What follows belongs to an exercise in optimizing a design on an open flow for small area, a short achievable clock period and few clock cycles; a production flow would make more cautious choices. For this run, only the layout was checked, not whether the RTL still works. Power and IR drop assume default switching activity.

==> flow/design.v <==
module drive_machine_2 #(
    parameter DW = 32,
        AW = 32,
        BLOCKNO = 4,
        IDXSZ = 3,
        BLKOFFSZ = 2,
        BYTEOFFSZ = 2,
        TAGSZ = AW - IDXSZ - BLKOFFSZ - BYTEOFFSZ,
        CTXSZ = 1,
        NCTX = (1 << CTXSZ)
    ) (
    input                           CLK ,
    input                           RST ,
    input   wire                    REQ_CPU ,
    input   wire                    nRW_CPU ,
    input   wire [DW - 1:0]         DATA_IN_CPU ,
    input   wire [DW - 1:0]         DATA_IN_MEM ,
    input   wire [AW - 1:0]         ADDR_CPU ,
    input   wire                    VALID_Q ,
    output  wire                    STALL_CPU ,
    output  wire [AW - 1:0]         ADDR_MEM ,
    output  reg                     REQ_MEM ,
    output  reg                     nRW_MEM ,
    output  wire [DW - 1:0]         DATA_OUT_CPU ,
    output  reg [DW - 1:0]          DATA_OUT_MEM
);
    localparam SETS = (1 << IDXSZ);
    reg [TAGSZ - 1:0]           tag_0 [0:SETS - 1] ;
    reg [TAGSZ - 1:0]           tag_1 [0:SETS - 1] ;
    reg [DW - 1:0]              data_0 [0:SETS * BLOCKNO - 1] ;
    reg [DW - 1:0]              data_1 [0:SETS * BLOCKNO - 1] ;
    reg [SETS - 1:0]            valid_0 , valid_1 ;
    reg [SETS - 1:0]            dirty_0 , dirty_1 ;
    reg [SETS - 1:0]            lru ;            
    reg                         r_resp ;         
    reg                         r_wait_rd ;      
    reg [CTXSZ - 1:0]           r_wait_ctx ;
    reg [BLKOFFSZ - 1:0]        r_wait_word ;
    reg [DW - 1:0]              r_dout ;
    reg                         r_wb_v ;
    reg                         r_wb_way ;
    reg [IDXSZ + BLKOFFSZ - 1:0] r_wb_a ;
    reg [DW - 1:0]              r_wb_d ;
    reg [NCTX - 1:0]            c_busy ;
    reg [NCTX - 1:0]            c_way ;
    reg [NCTX - 1:0]            c_dirty ;
    reg [IDXSZ - 1:0]           c_idx   [0:NCTX - 1] ;
    reg [BLKOFFSZ - 1:0]        c_crit  [0:NCTX - 1] ;
    reg [BLOCKNO - 1:0]         c_arr   [0:NCTX - 1] ;   
    reg [BLOCKNO - 1:0]         c_got   [0:NCTX - 1] ;   
    reg [BLOCKNO - 1:0]         c_wrt   [0:NCTX - 1] ;   
    reg [CTXSZ - 1:0]           r_alloc ;        
    reg [CTXSZ - 1:0]           r_head ;         
    reg [2:0]                   r_rcnt ;         
    reg                         r_seq_on ;
    reg [2:0]                   r_seq_k ;
    reg [CTXSZ - 1:0]           r_s_ctx ;
    reg                         r_s_way ;
    reg                         r_s_dirty ;
    reg [IDXSZ - 1:0]           r_s_idx ;
    reg [BLKOFFSZ - 1:0]        r_s_crit ;
    reg [TAGSZ - 1:0]           r_s_tag ;
    reg [TAGSZ - 1:0]           r_s_wbtag ;
    reg [AW - 1:2]              r_addr_mem ;
    reg                         r_fa_we ;
    reg                         r_fa_last ;
    reg [CTXSZ - 1:0]           r_fa_ctx ;
    reg                         r_fa_way ;
    reg [IDXSZ - 1:0]           r_fa_idx ;
    reg [BLKOFFSZ - 1:0]        r_fa_word ;
    reg [DW - 1:0]              r_fa_d ;
    integer                     i ;
    assign STALL_CPU            = ~r_resp ;
    assign DATA_OUT_CPU         = r_dout ;
    assign ADDR_MEM             = { r_addr_mem, 2'b00 } ;
    wire [2:0]                  s_km1   = r_seq_k - 3'd1 ;
    wire                        s_isr   = ~r_s_dirty | (r_seq_k > 3'd4) ;
    wire [BLKOFFSZ - 1:0]       s_word  = r_s_crit + (s_isr ? r_seq_k[1:0] : s_km1[1:0]) ;
    wire                        s_last  = r_s_dirty ? (r_seq_k == 3'd7) : (r_seq_k == 3'd3) ;
    wire [DW - 1:0]             s_wbd   = r_s_way ? data_1[{r_s_idx, s_word}] : data_0[{r_s_idx, s_word}] ;
    wire                        s_free  = ~r_seq_on ;
    wire                        h_dirty = c_dirty[r_head] ;
    wire                        q_first = (r_rcnt == 3'd0) ;
    wire                        q_isr   = ~h_dirty | q_first | (r_rcnt > 3'd4) ;
    wire [BLKOFFSZ - 1:0]       q_word  = c_crit[r_head] + ((~h_dirty | r_rcnt[2]) ? r_rcnt[1:0] : 2'd0) ;
    wire                        q_last  = h_dirty ? (r_rcnt == 3'd7) : (r_rcnt == 3'd3) ;
    wire                        q_rd    = VALID_Q & q_isr ;
    wire [TAGSZ - 1:0]          a_tag   = ADDR_CPU[AW - 1:IDXSZ + BLKOFFSZ + BYTEOFFSZ] ;
    wire [IDXSZ - 1:0]          a_idx   = ADDR_CPU[IDXSZ + BLKOFFSZ + BYTEOFFSZ - 1:BLKOFFSZ + BYTEOFFSZ] ;
    wire [BLKOFFSZ - 1:0]       a_off   = ADDR_CPU[BLKOFFSZ + BYTEOFFSZ - 1:BYTEOFFSZ] ;
    wire [TAGSZ - 1:0]          a_t0    = tag_0[a_idx] ;
    wire [TAGSZ - 1:0]          a_t1    = tag_1[a_idx] ;
    wire                        a_v0    = valid_0[a_idx] ;
    wire                        a_v1    = valid_1[a_idx] ;
    wire                        a_h0    = a_v0 & (a_t0 == a_tag) ;
    wire                        a_h1    = a_v1 & (a_t1 == a_tag) ;
    wire                        a_hit   = a_h0 | a_h1 ;
    wire [DW - 1:0]             a_rd0   = data_0[{a_idx, a_off}] ;
    wire [DW - 1:0]             a_rd1   = data_1[{a_idx, a_off}] ;
    wire                        a_vic   = ~a_v0 ? 1'b0 : ~a_v1 ? 1'b1 : lru[a_idx] ;
    wire                        a_vdirty = a_vic ? (a_v1 & dirty_1[a_idx]) : (a_v0 & dirty_0[a_idx]) ;
    wire                        a_wr    = ~nRW_CPU ;
    reg                         a_fl ;           
    reg [CTXSZ - 1:0]           a_fl_ctx ;
    reg                         a_fl_pres ;      
    reg                         a_fl_got ;       
    reg                         a_fl_seq ;       
    reg                         a_vf ;           
    always @ (*)
    begin
        a_fl = 1'b0 ; a_fl_ctx = 'd0 ; a_fl_pres = 1'b0 ; a_fl_got = 1'b0 ; a_fl_seq = 1'b0 ;
        a_vf = 1'b0 ;
        for (i = 0; i < NCTX; i = i + 1) begin
            if (c_busy[i] & (c_idx[i] == a_idx) & (c_way[i] == a_h1)) begin
                a_fl      = 1'b1 ;
                a_fl_ctx  = i ;
                a_fl_pres = c_arr[i][a_off] | c_wrt[i][a_off] ;
                a_fl_got  = c_got[i][a_off] ;
                a_fl_seq  = r_seq_on & (r_s_ctx == i) ;
            end
            if (c_busy[i] & (c_idx[i] == a_idx) & (c_way[i] == a_vic))
                a_vf      = 1'b1 ;
        end
    end
    wire                        a_fl_now = q_rd & (r_head == a_fl_ctx) & (q_word == a_off) ;
    wire                        a_fl_hit  = a_hit & a_fl ;
    wire                        a_fl_wait = a_fl_hit & ~a_wr & ~a_fl_pres ;
    wire                        a_blocked = r_resp | r_wait_rd | r_wb_v |
                                            (~a_hit & (~s_free | a_vf | c_busy[r_alloc])) |
                                            (a_fl_hit & a_wr & a_fl_seq) |
                                            (a_fl_wait & (a_fl_got | a_fl_now)) ;
    wire                        go      = REQ_CPU & ~a_blocked ;
    wire                        go_hit  = go & a_hit ;
    wire                        go_miss = go & ~a_hit ;
    wire                        go_wait = go & a_fl_wait ;
    wire                        w_we_0  = r_fa_we ? (r_fa_way == 1'b0) : (r_wb_v & (r_wb_way == 1'b0)) ;
    wire                        w_we_1  = r_fa_we ? (r_fa_way == 1'b1) : (r_wb_v & (r_wb_way == 1'b1)) ;
    wire [IDXSZ + BLKOFFSZ - 1:0] w_a   = r_fa_we ? {r_fa_idx, r_fa_word} : r_wb_a ;
    wire [DW - 1:0]             w_d     = r_fa_we ? r_fa_d : r_wb_d ;
    wire                        rd_done = r_wait_rd & q_rd & (r_head == r_wait_ctx) & (q_word == r_wait_word) ;
    always @ (posedge CLK)
    begin
        if (w_we_0)
            data_0[w_a]         <= w_d ;
        if (w_we_1)
            data_1[w_a]         <= w_d ;
        if (go_miss & (a_vic == 1'b0))
            tag_0[a_idx]        <= a_tag ;
        if (go_miss & (a_vic == 1'b1))
            tag_1[a_idx]        <= a_tag ;
    end
    always @ (posedge CLK)
    begin
        if (go_hit)
            r_dout              <= a_h1 ? a_rd1 : a_rd0 ;
        else if (rd_done)
            r_dout              <= DATA_IN_MEM ;
        if (go) begin
            r_wb_a              <= {a_idx, a_off} ;
            r_wb_d              <= DATA_IN_CPU ;
            r_wb_way            <= a_hit ? a_h1 : a_vic ;
        end
        if (go_miss & ~a_wr) begin
            r_wait_ctx          <= r_alloc ;
            r_wait_word         <= a_off ;
        end
        else if (go_wait) begin
            r_wait_ctx          <= a_fl_ctx ;
            r_wait_word         <= a_off ;
        end
        if (go_miss) begin
            c_way[r_alloc]      <= a_vic ;
            c_dirty[r_alloc]    <= a_vdirty ;
            c_idx[r_alloc]      <= a_idx ;
            c_crit[r_alloc]     <= a_off ;
            r_s_ctx             <= r_alloc ;
            r_s_way             <= a_vic ;
            r_s_dirty           <= a_vdirty ;
            r_s_idx             <= a_idx ;
            r_s_crit            <= a_off ;
            r_s_tag             <= a_tag ;
            r_s_wbtag           <= a_vic ? a_t1 : a_t0 ;
        end
        if (go_miss) begin
            r_addr_mem          <= ADDR_CPU[AW - 1:2] ;
            nRW_MEM             <= 1'b1 ;
        end
        else if (r_seq_on) begin
            r_addr_mem          <= { (s_isr ? r_s_tag : r_s_wbtag), r_s_idx, s_word } ;
            nRW_MEM             <= s_isr ;
            DATA_OUT_MEM        <= s_wbd ;
        end
        r_fa_ctx                <= r_head ;
        r_fa_way                <= c_way[r_head] ;
        r_fa_idx                <= c_idx[r_head] ;
        r_fa_word               <= q_word ;
        r_fa_d                  <= DATA_IN_MEM ;
    end
    always @ (posedge CLK or posedge RST)
    begin
        if (RST) begin
            r_resp              <= 1'b0 ;
            r_wait_rd           <= 1'b0 ;
            r_wb_v              <= 1'b0 ;
            c_busy              <= 'd0 ;
            for (i = 0; i < NCTX; i = i + 1) begin
                c_arr[i]        <= 'd0 ;
                c_got[i]        <= 'd0 ;
                c_wrt[i]        <= 'd0 ;
            end
            r_alloc             <= 'd0 ;
            r_head              <= 'd0 ;
            r_rcnt              <= 3'd0 ;
            r_seq_on            <= 1'b0 ;
            r_seq_k             <= 3'd0 ;
            r_fa_we             <= 1'b0 ;
            r_fa_last           <= 1'b0 ;
            REQ_MEM             <= 1'b0 ;
            valid_0             <= 'd0 ;
            valid_1             <= 'd0 ;
            dirty_0             <= 'd0 ;
            dirty_1             <= 'd0 ;
            lru                 <= 'd0 ;
        end
        else begin
            r_resp              <= (go & (a_wr | (a_hit & ~a_fl_wait))) | rd_done ;
            if ((go_miss & ~a_wr) | go_wait)
                r_wait_rd       <= 1'b1 ;
            else if (rd_done)
                r_wait_rd       <= 1'b0 ;
            if (go & a_wr)
                r_wb_v          <= 1'b1 ;
            else if (~r_fa_we)
                r_wb_v          <= 1'b0 ;
            if (go_hit) begin
                lru[a_idx]      <= a_h0 ;
                if (a_wr & a_h0) dirty_0[a_idx] <= 1'b1 ;
                if (a_wr & a_h1) dirty_1[a_idx] <= 1'b1 ;
            end
            if (go_miss) begin
                lru[a_idx]      <= ~a_vic ;
                if (a_vic) begin
                    valid_1[a_idx] <= 1'b1 ;
                    dirty_1[a_idx] <= a_wr ;
                end
                else begin
                    valid_0[a_idx] <= 1'b1 ;
                    dirty_0[a_idx] <= a_wr ;
                end
            end
            if (go_hit & a_wr & a_fl)
                c_wrt[a_fl_ctx][a_off] <= 1'b1 ;
            if (q_rd)
                c_got[r_head][q_word] <= 1'b1 ;
            if (r_fa_we | r_fa_last)
                c_arr[r_fa_ctx][r_fa_word] <= 1'b1 ;
            if (r_fa_last)
                c_busy[r_fa_ctx] <= 1'b0 ;
            if (go_miss) begin
                c_busy[r_alloc] <= 1'b1 ;
                c_arr[r_alloc]  <= 'd0 ;
                c_got[r_alloc]  <= 'd0 ;
                c_wrt[r_alloc]  <= a_wr ? (4'b0001 << a_off) : 4'b0000 ;
                r_alloc         <= r_alloc + 1'b1 ;
            end
            if (go_miss) begin
                REQ_MEM         <= 1'b1 ;
                r_seq_on        <= 1'b1 ;
                r_seq_k         <= 3'd1 ;
            end
            else if (r_seq_on) begin
                REQ_MEM         <= 1'b1 ;
                r_seq_k         <= r_seq_k + 1'b1 ;
                if (s_last)
                    r_seq_on    <= 1'b0 ;
            end
            else
                REQ_MEM         <= 1'b0 ;
            if (VALID_Q) begin
                if (q_last) begin
                    r_rcnt      <= 3'd0 ;
                    r_head      <= r_head + 1'b1 ;
                end
                else
                    r_rcnt      <= r_rcnt + 1'b1 ;
            end
            r_fa_we             <= q_rd & ~c_wrt[r_head][q_word] ;
            r_fa_last           <= VALID_Q & q_last ;
        end
    end
endmodule
module CACHE_CONTROLLER
(
    input     wire              CLK,
    input     wire              RST,
    input     wire    [31:0]    DATA_IN_CPU,
    output    wire    [31:0]    DATA_OUT_CPU,
    input     wire    [31:0]    DATA_IN_MEM,
    output    wire    [31:0]    DATA_OUT_MEM,
    input     wire    [31:0]    ADDR_CPU,
    output    wire    [31:0]    ADDR_MEM,
    input     wire              REQ_CPU,
    output    wire              REQ_MEM,
    input     wire              nRW_CPU,
    output    wire              nRW_MEM,
    output    wire              STALL_CPU,
    input     wire              VALID_MEM
);
    drive_machine_2 state_machine_driver(
      .CLK                  (CLK),
      .RST                  (RST),
      .REQ_CPU              (REQ_CPU),
      .nRW_CPU              (nRW_CPU),
      .DATA_IN_CPU          (DATA_IN_CPU),
      .DATA_IN_MEM          (DATA_IN_MEM),
      .ADDR_CPU             (ADDR_CPU),
      .VALID_Q              (VALID_MEM),
      .STALL_CPU            (STALL_CPU),
      .ADDR_MEM             (ADDR_MEM),
      .REQ_MEM              (REQ_MEM),
      .nRW_MEM              (nRW_MEM),
      .DATA_OUT_CPU         (DATA_OUT_CPU),
      .DATA_OUT_MEM         (DATA_OUT_MEM)
     );
endmodule
==> flow/run.sh <==
#!/bin/bash
# synth_recipe.tcl (not shown) runs the flow's synth.tcl, then flattens the netlist and writes it again
# the make line also repeats each setting of config.mk as NAME=value (left out here)
make -C /OpenROAD-flow-scripts/flow DESIGN_CONFIG=/design/flow/config.mk WORK_HOME=/design/flow/orfs CLKGATE_MAP_FILE= SYNTH_SCRIPT=/design/flow/synth_recipe.tcl finish
==> flow/config.mk <==
export PLATFORM = sky130hd
export DESIGN_NAME = CACHE_CONTROLLER
export DESIGN_NICKNAME = CACHE_CONTROLLER
export VERILOG_FILES = /design/flow/design.v
export SDC_FILE = /design/flow/constraint.sdc
export NUM_CORES = 4
export LEC_CHECK = 0
export CAP_MARGIN = 20
export CORE_MARGIN = 2
export CORE_UTILIZATION = 40
export PLACE_DENSITY = 0.6
export SLEW_MARGIN = 20
==> flow/constraint.sdc <==
create_clock -name core_clock -period 10.0 [get_ports {CLK}]
set_input_delay 2.0000 -clock core_clock [delete_from_list [all_inputs] [get_ports {CLK}]]
set_output_delay 2.0000 -clock core_clock [all_outputs]
set_load 0.01 [all_outputs]
==> summary.txt <==
==> metrics by stage <==
| stage | hold WS, ns | utilization, % | cells | power, W |
|---|---|---|---|---|
| after CTS | 0.4711 | 45.88 | 10709 | 0.03921 |
| after detailed placement | 0.4531 | 42.71 | 10153 | 0.02819 |
| final | 0.4680 | 45.93 | 10722 | 0.03900 |
| after global placement | 0.4479 | 42.71 | 10153 | 0.02809 |
| after floorplan | 0.3454 | - | 6087 | 0.02373 |
| after global routing | 0.4966 | 45.93 | 10721 | 0.04027 |
==> placed cells by master, fill, tap and decap left out, types with 12 or more instances in the layout <==
master                               n
sky130_fd_sc_hd__a21oi_1           109
sky130_fd_sc_hd__a221oi_1           17
sky130_fd_sc_hd__a22o_1             41
sky130_fd_sc_hd__a22oi_1           201
sky130_fd_sc_hd__a31oi_1            12
sky130_fd_sc_hd__and2_1             14
sky130_fd_sc_hd__buf_12             17
sky130_fd_sc_hd__buf_4             185
sky130_fd_sc_hd__bufinv_16          20
sky130_fd_sc_hd__clkbuf_1           75
sky130_fd_sc_hd__clkbuf_16         311
sky130_fd_sc_hd__clkbuf_8           15
sky130_fd_sc_hd__clkdlybuf4s50_1   190
sky130_fd_sc_hd__clkinv_1           61
sky130_fd_sc_hd__clkinv_2           52
sky130_fd_sc_hd__dfrtp_1            79
sky130_fd_sc_hd__dfxtp_1            40
sky130_fd_sc_hd__diode_2            12
sky130_fd_sc_hd__edfxtp_1         2655
sky130_fd_sc_hd__inv_1              31
sky130_fd_sc_hd__mux2_1             29
sky130_fd_sc_hd__mux2_2             66
sky130_fd_sc_hd__mux2_4             27
sky130_fd_sc_hd__mux2i_1           186
sky130_fd_sc_hd__mux4_2           1206
sky130_fd_sc_hd__nand2_1           188
sky130_fd_sc_hd__nand2b_1           21
sky130_fd_sc_hd__nand3_1            13
sky130_fd_sc_hd__nand4_1            47
sky130_fd_sc_hd__nor2_1            117
sky130_fd_sc_hd__nor2_4             73
sky130_fd_sc_hd__nor2b_1            24
sky130_fd_sc_hd__nor3_1             62
sky130_fd_sc_hd__nor4_1             15
sky130_fd_sc_hd__o21ai_0           106
sky130_fd_sc_hd__o22a_1             12
sky130_fd_sc_hd__o22ai_1            19
sky130_fd_sc_hd__xnor2_1            30
sky130_fd_sc_hd__xor2_1             15
==> power by group through the flow <==
stage | logic (W) | clock network (W) | registers (W)
CTS | 0.0136 | 0.0112 | 0.0144
floorplan | 0.00917 | 0 | 0.0146
global placement | 0.0135 | 0 | 0.0146
finish | 0.0135 | 0.0111 | 0.0144
global route | 0.0142 | 0.0116 | 0.0145
detailed placement | 0.0135 | 0 | 0.0147
==> routing by layer <==
| layer | GRT usage, % | wire, µm |
|---|---|---|
| met1 | 33.86 | 150000 |
| met2 | 39.32 | 184800 |
| met3 | 4.835 | 38990 |
| met4 | 9.814 | 17230 |
| met5 | 0 | 95 |
==> how the worst min path moves through the flow <==
stage / to / slack (ns) / start / cells past startpoint
after detailed placement: state_machine_driver.valid_0[3]$_DFFE_PP0P_ / 0.45 / state_machine_driver.valid_0[3]$_DFFE_PP0P_ / 1
after floorplan: state_machine_driver.r_fa_ctx$_DFF_P_ / 0.35 / state_machine_driver.r_head$_DFFE_PP0P_ / 0
after CTS: state_machine_driver.valid_0[3]$_DFFE_PP0P_ / 0.47 / state_machine_driver.valid_0[3]$_DFFE_PP0P_ / 1
after global routing: state_machine_driver.valid_0[3]$_DFFE_PP0P_ / 0.50 / state_machine_driver.valid_0[3]$_DFFE_PP0P_ / 1
after global placement: state_machine_driver.valid_1[6]$_DFFE_PP0P_ / 0.45 / state_machine_driver.valid_1[6]$_DFFE_PP0P_ / 1
final: state_machine_driver.valid_0[3]$_DFFE_PP0P_ / 0.47 / state_machine_driver.valid_0[3]$_DFFE_PP0P_ / 1
==> final cells by class <==
class / instances / area [µm²]
fillers: 25598 / 165200
well taps: 4100 / 5130
inverters: 36 / 140.1
multi-input cells: 2846 / 39100
clock inverters: 153 / 1410
diodes: 12 / 30.03
flip-flops and latches: 2776 / 82560
clock buffers: 403 / 8285
repair buffers: 396 / 3687
==> kinds of logic after synthesis <==
family	after synthesis
compound gates	617
xor+xnor	47
fa+ha+maj	11
buf+inv	465
flops	2776
mux	1514
other cells	1
simple gates	655
==> state kept, by name (all words and copies together) (netlist names), 5 cells and up, named ones only <==
| signal | cells |
|---|---|
| state_machine_driver.valid_0 | 8 |
| state_machine_driver.DATA_OUT_MEM | 32 |
| state_machine_driver.data_0 | 1024 |
| state_machine_driver.r_fa_d | 32 |
| state_machine_driver.tag_1 | 200 |
| state_machine_driver.r_s_wbtag | 25 |
| state_machine_driver.c_arr | 8 |
| state_machine_driver.valid_1 | 8 |
| state_machine_driver.c_wrt | 8 |
| state_machine_driver.r_wb_a | 5 |
| state_machine_driver.data_1 | 1024 |
| state_machine_driver.dirty_0 | 8 |
| state_machine_driver.tag_0 | 200 |
| state_machine_driver.dirty_1 | 8 |
| state_machine_driver.c_idx | 6 |
| state_machine_driver.lru | 8 |
| state_machine_driver.c_got | 8 |
| state_machine_driver.r_dout | 32 |
| state_machine_driver.r_wb_d | 32 |
| state_machine_driver.r_addr_mem | 30 |
| state_machine_driver.r_s_tag | 25 |
==> report_table.html <==
<table>
<tr><th>Metric</th><th>Value</th></tr>
<tr><th colspan="2">Timing</th></tr>
<tr><td>Headroom to the max-slew limit</td><td>approximately 15%</td></tr>
<tr><td>Worst Clk Skew</td><td>approximately 0.046 ns</td></tr>
<tr><td>Fmax</td><td>~130 MHz</td></tr>
<tr><td>Count of final max-slew check failures</td><td>0</td></tr>
<tr><td>Minimum setup slack in the final design</td><td>~2.4 ns</td></tr>
<tr><td>Portion of the clock cycle consumed by the worst path in the final layout</td><td>75.53%</td></tr>
<tr><td>RSZ-0062 raised after global routing</td><td>no</td></tr>
<tr><td>Actual transition at the worst max-transition pin</td><td>1.273 ns</td></tr>
<tr><td>Final count of hold timing violations</td><td>0</td></tr>
<tr><td>Final sum of negative setup slack</td><td>0 ns</td></tr>
<tr><td>Final number of setup-violating endpoints</td><td>0</td></tr>
<tr><td>Shortest period the worst path allows</td><td>between 7 and 8 ns</td></tr>
<tr><th colspan="2">Place</th></tr>
<tr><td>Quantity of I/O buffers inserted on ports</td><td>between 150 and 200</td></tr>
<tr><td>Placed standard-cell area</td><td>about 130000 µm²</td></tr>
<tr><td>Placement Setup Slack</td><td>between 1.5 and 2 ns</td></tr>
<tr><td>Placed wire-length estimate after detailed placement</td><td>221700 µm</td></tr>
<tr><td>Final weighted congestion in routability-driven placement</td><td>just under 0.9</td></tr>
<tr><th colspan="2">Power</th></tr>
<tr><td>Pwr/cell area</td><td>between 200 and 300 nW/µm²</td></tr>
<tr><td>Clk pwr share</td><td>28.4%</td></tr>
<tr><td>Switching component of the power</td><td>approximately 0.012 W</td></tr>
<tr><td>Worst-case vdd ir drop</td><td>roughly 0.38 mV</td></tr>
<tr><td>Cell internal pwr</td><td>approximately 0.027 W</td></tr>
<tr><td>Switching part of the total</td><td>between 30% and 40%</td></tr>
<tr><td>Relative contribution of combinational cells to total power</td><td>34.7%</td></tr>
<tr><td>Sequential fraction of design power</td><td>36.9%</td></tr>
<tr><td>Cell leakage power</td><td>about 44 nW</td></tr>
<tr><th colspan="2">Logic synthesis</th></tr>
<tr><td>Largest family of logic cells by synthesized area</td><td>multiplexers</td></tr>
<tr><td>Post-synthesis mux area share</td><td>approximately 25%</td></tr>
<tr><td>Main flop type after synthesis</td><td>sky130_fd_sc_hd__edfxtp_1</td></tr>
<tr><td>Post-synth ARST share</td><td>approximately 3%</td></tr>
<tr><td>Post-synthesis sequential element count</td><td>around 2800</td></tr>
<tr><td>Leading post-synthesis cells by cell area</td><td>sky130_fd_sc_hd__edfxtp_1, sky130_fd_sc_hd__mux4_2, sky130_fd_sc_hd__dfrtp_1</td></tr>
<tr><td>Total of warnings raised by yosys</td><td>4</td></tr>
<tr><td>Biggest area consumer among synthesized cells</td><td>sky130_fd_sc_hd__edfxtp_1</td></tr>
<tr><td>Yosys cell types</td><td>78</td></tr>
<tr><td>Most used standard cell by instance count after synthesis</td><td>sky130_fd_sc_hd__edfxtp_1</td></tr>
<tr><td>Synth Area in XOR/XNOR</td><td>0.3467%</td></tr>
<tr><td>Area fraction in and, or, nand and nor cells after synthesis</td><td>2.532%</td></tr>
<tr><td>Synth top area share</td><td>about two thirds</td></tr>
<tr><td>Commonest cells in the netlist</td><td>sky130_fd_sc_hd__edfxtp_1, sky130_fd_sc_hd__mux4_2, sky130_fd_sc_hd__clkbuf_1, sky130_fd_sc_hd__a22oi_1, sky130_fd_sc_hd__nor2_1</td></tr>
<tr><td>Average footprint of a synthesized cell</td><td>between 20 and 25 µm²</td></tr>
<tr><td>Cell count after synthesis</td><td>approximately 6100</td></tr>
<tr><td>Number of enable-type register cells in the synthesized netlist</td><td>2655</td></tr>
<tr><td>Synthesized-area fraction occupied by ao, oa, aoi and oai cells</td><td>between 3 and 4%</td></tr>
<tr><td>Adder-Cell Fraction of Synth Area</td><td>less than 1%</td></tr>
<tr><td>Cell area after synthesis</td><td>122700 µm²</td></tr>
<tr><td>Sequential cell area fraction in the yosys report</td><td>67.28%</td></tr>
<tr><th colspan="2">Setup path</th></tr>
<tr><td>Combined buffer and inverter count along the critical path</td><td>3</td></tr>
<tr><td>Register-to-Register Setup Slack</td><td>between 3 and 4 ns</td></tr>
<tr><td>Worst Path Class, Setup</td><td>in -&gt; reg</td></tr>
<tr><td>Reg-to-Reg Start</td><td>state_machine_driver.r_seq_k[0]$_DFFE_PP0P_</td></tr>
<tr><td>Critical path capture point type</td><td>register</td></tr>
<tr><td>Reg2reg path depth</td><td>14</td></tr>
<tr><td>Crit-path most repeated cell</td><td>sky130_fd_sc_hd__buf_4</td></tr>
<tr><td>CP max-delay cell</td><td>sky130_fd_sc_hd__or4_4</td></tr>
<tr><td>Critical path endpoint</td><td>state_machine_driver.r_wb_d[13]$_DFFE_PN_</td></tr>
<tr><td>Category of the worst setup path launch point</td><td>input pin</td></tr>
<tr><td>Worst path max stage delay</td><td>0.86 ns</td></tr>
<tr><td>Data arrival, critical path</td><td>roughly 8.1 ns</td></tr>
<tr><td>CP cell instances</td><td>buf_4 -&gt; buf_4 -&gt; nand2b_4 -&gt; o22a_1 -&gt; and3_1 -&gt; nor4b_1 -&gt; nand4_1 -&gt; or4_4 -&gt; mux2_4 -&gt; o221ai_1 -&gt; nand2_1 -&gt; nor2_4 -&gt; buf_12</td></tr>
<tr><td>Largest fanout on the critical path</td><td>40</td></tr>
<tr><td>Critical Path Source</td><td>ADDR_CPU[5]</td></tr>
<tr><td>Count of cell instances traversed by the critical path</td><td>13</td></tr>
<tr><td>Required time at the endpoint of the critical path</td><td>10.58 ns</td></tr>
<tr><td>Reg-to-reg critical path endpoint</td><td>state_machine_driver.DATA_OUT_MEM[21]$_DFFE_PP_</td></tr>
<tr><td>Category of cells accounting for the largest share of critical-path delay</td><td>simple AND/OR/NAND/NOR gates</td></tr>
<tr><th colspan="2">Clocking</th></tr>
<tr><td>Number of gates resized after cts</td><td>0</td></tr>
<tr><td>Clock tree root driver cell</td><td>sky130_fd_sc_hd__clkbuf_16</td></tr>
<tr><td>Clock-pin transition on the worst setup and hold timing paths</td><td>around 0.060 ns</td></tr>
<tr><td>Source-to-sink clock delay at the later pin of the worst-skew pair</td><td>slightly above 0.9 ns</td></tr>
<tr><td>Cts-stage hold buffer count</td><td>0</td></tr>
<tr><td>Total CTS buffers</td><td>306</td></tr>
<tr><td>TritonCTS clock tree</td><td>built</td></tr>
<tr><td>Count of clock tree sinks</td><td>2776</td></tr>
<tr><td>Number of buffers inserted to repair setup after CTS</td><td>0</td></tr>
<tr><td>Maximum clock path buffer count</td><td>4</td></tr>
<tr><td>H-tree depth</td><td>5</td></tr>
<tr><th colspan="2">Floorplanning</th></tr>
<tr><td>Effective utilization at floorplan</td><td>about two fifths</td></tr>
<tr><td>Standard cell core area</td><td>305600 µm²</td></tr>
<tr><td>IO Count</td><td>200</td></tr>
<tr><td>Die extent in x</td><td>557.9 µm</td></tr>
<tr><td>Row Count</td><td>around 200</td></tr>
<tr><td>Area enclosed by the die boundary</td><td>311200 µm²</td></tr>
<tr><td>Die Y-Extent</td><td>between 500 and 600 µm</td></tr>
<tr><th colspan="2">Drt</th></tr>
<tr><td>Remaining routing DRC violations</td><td>0</td></tr>
<tr><td>Mean number of vias per cell</td><td>6.402</td></tr>
<tr><td>Pre-Repair DR Iteration Count</td><td>6</td></tr>
<tr><td>Total via count after detailed routing</td><td>68642</td></tr>
<tr><td>Antenna-violating nets left</td><td>0</td></tr>
<tr><td>Initial detailed-routing violation count</td><td>between 9000 and 10000</td></tr>
<tr><td>Total wire length after detailed routing</td><td>roughly 390000 µm</td></tr>
<tr><td>Average routed wire per standard cell</td><td>around 36 µm</td></tr>
<tr><th colspan="2">Layout</th></tr>
<tr><td>Post-route cell area</td><td>between 100000 and 150000 µm²</td></tr>
<tr><td>Share of final-layout standard cells stronger than drive strength 1</td><td>30.97%</td></tr>
<tr><td>Number of nets in the layout</td><td>6474</td></tr>
<tr><td>Area delta synth-&gt;final</td><td>14.37%</td></tr>
<tr><th colspan="2">Global route</th></tr>
<tr><td>Antenna violations before repair</td><td>26</td></tr>
<tr><td>Overflow left after global routing</td><td>0</td></tr>
<tr><td>Total GRT Usage</td><td>between 20 and 25%</td></tr>
<tr><td>Largest net degree at the start of global routing</td><td>~130</td></tr>
<tr><td>Via count of the first global-routing pass</td><td>~70000</td></tr>
<tr><td>First-pass GRT wire length</td><td>approximately 540000 µm</td></tr>
<tr><th colspan="2">Min path</th></tr>
<tr><td>Worst min path class</td><td>reg -&gt; reg</td></tr>
<tr><th colspan="2">Job</th></tr>
<tr><td>Max-cap violations</td><td>0</td></tr>
<tr><th colspan="2">Run status</th></tr>
<tr><td>Run status</td><td>timing/DRC/antenna clean</td></tr>
</table>

-- afterwards: timing with drivers on the ports --
How much do the figures lean on ideal ports? The routed layout below was timed once more, with nothing changed but the port constraints. Step 1, drivers: a clkbuf_16 drives CLK and a buf_2 each remaining input, both assumed. Step 2 adds t to the input delays and takes it off the output delays; t is the mean of the earliest and latest rising clock arrival at the registers after step 1. Input paths then give back, and output paths get back, about the clock's delay inside the block. Three values: ideal ports, drivers, drivers and shift; two values: the first two.
t, ns: 0.994
setup WS [ns]: 2.447 / 2.509 / 1.514
hold slack, ns: 0.468 / 0.468 / 0.468
worst setup path after step 2: input to register
After both steps this run still meets setup and hold. The setup slack of this run moves by +0.062 ns with the drivers and by -0.933 ns with both steps.
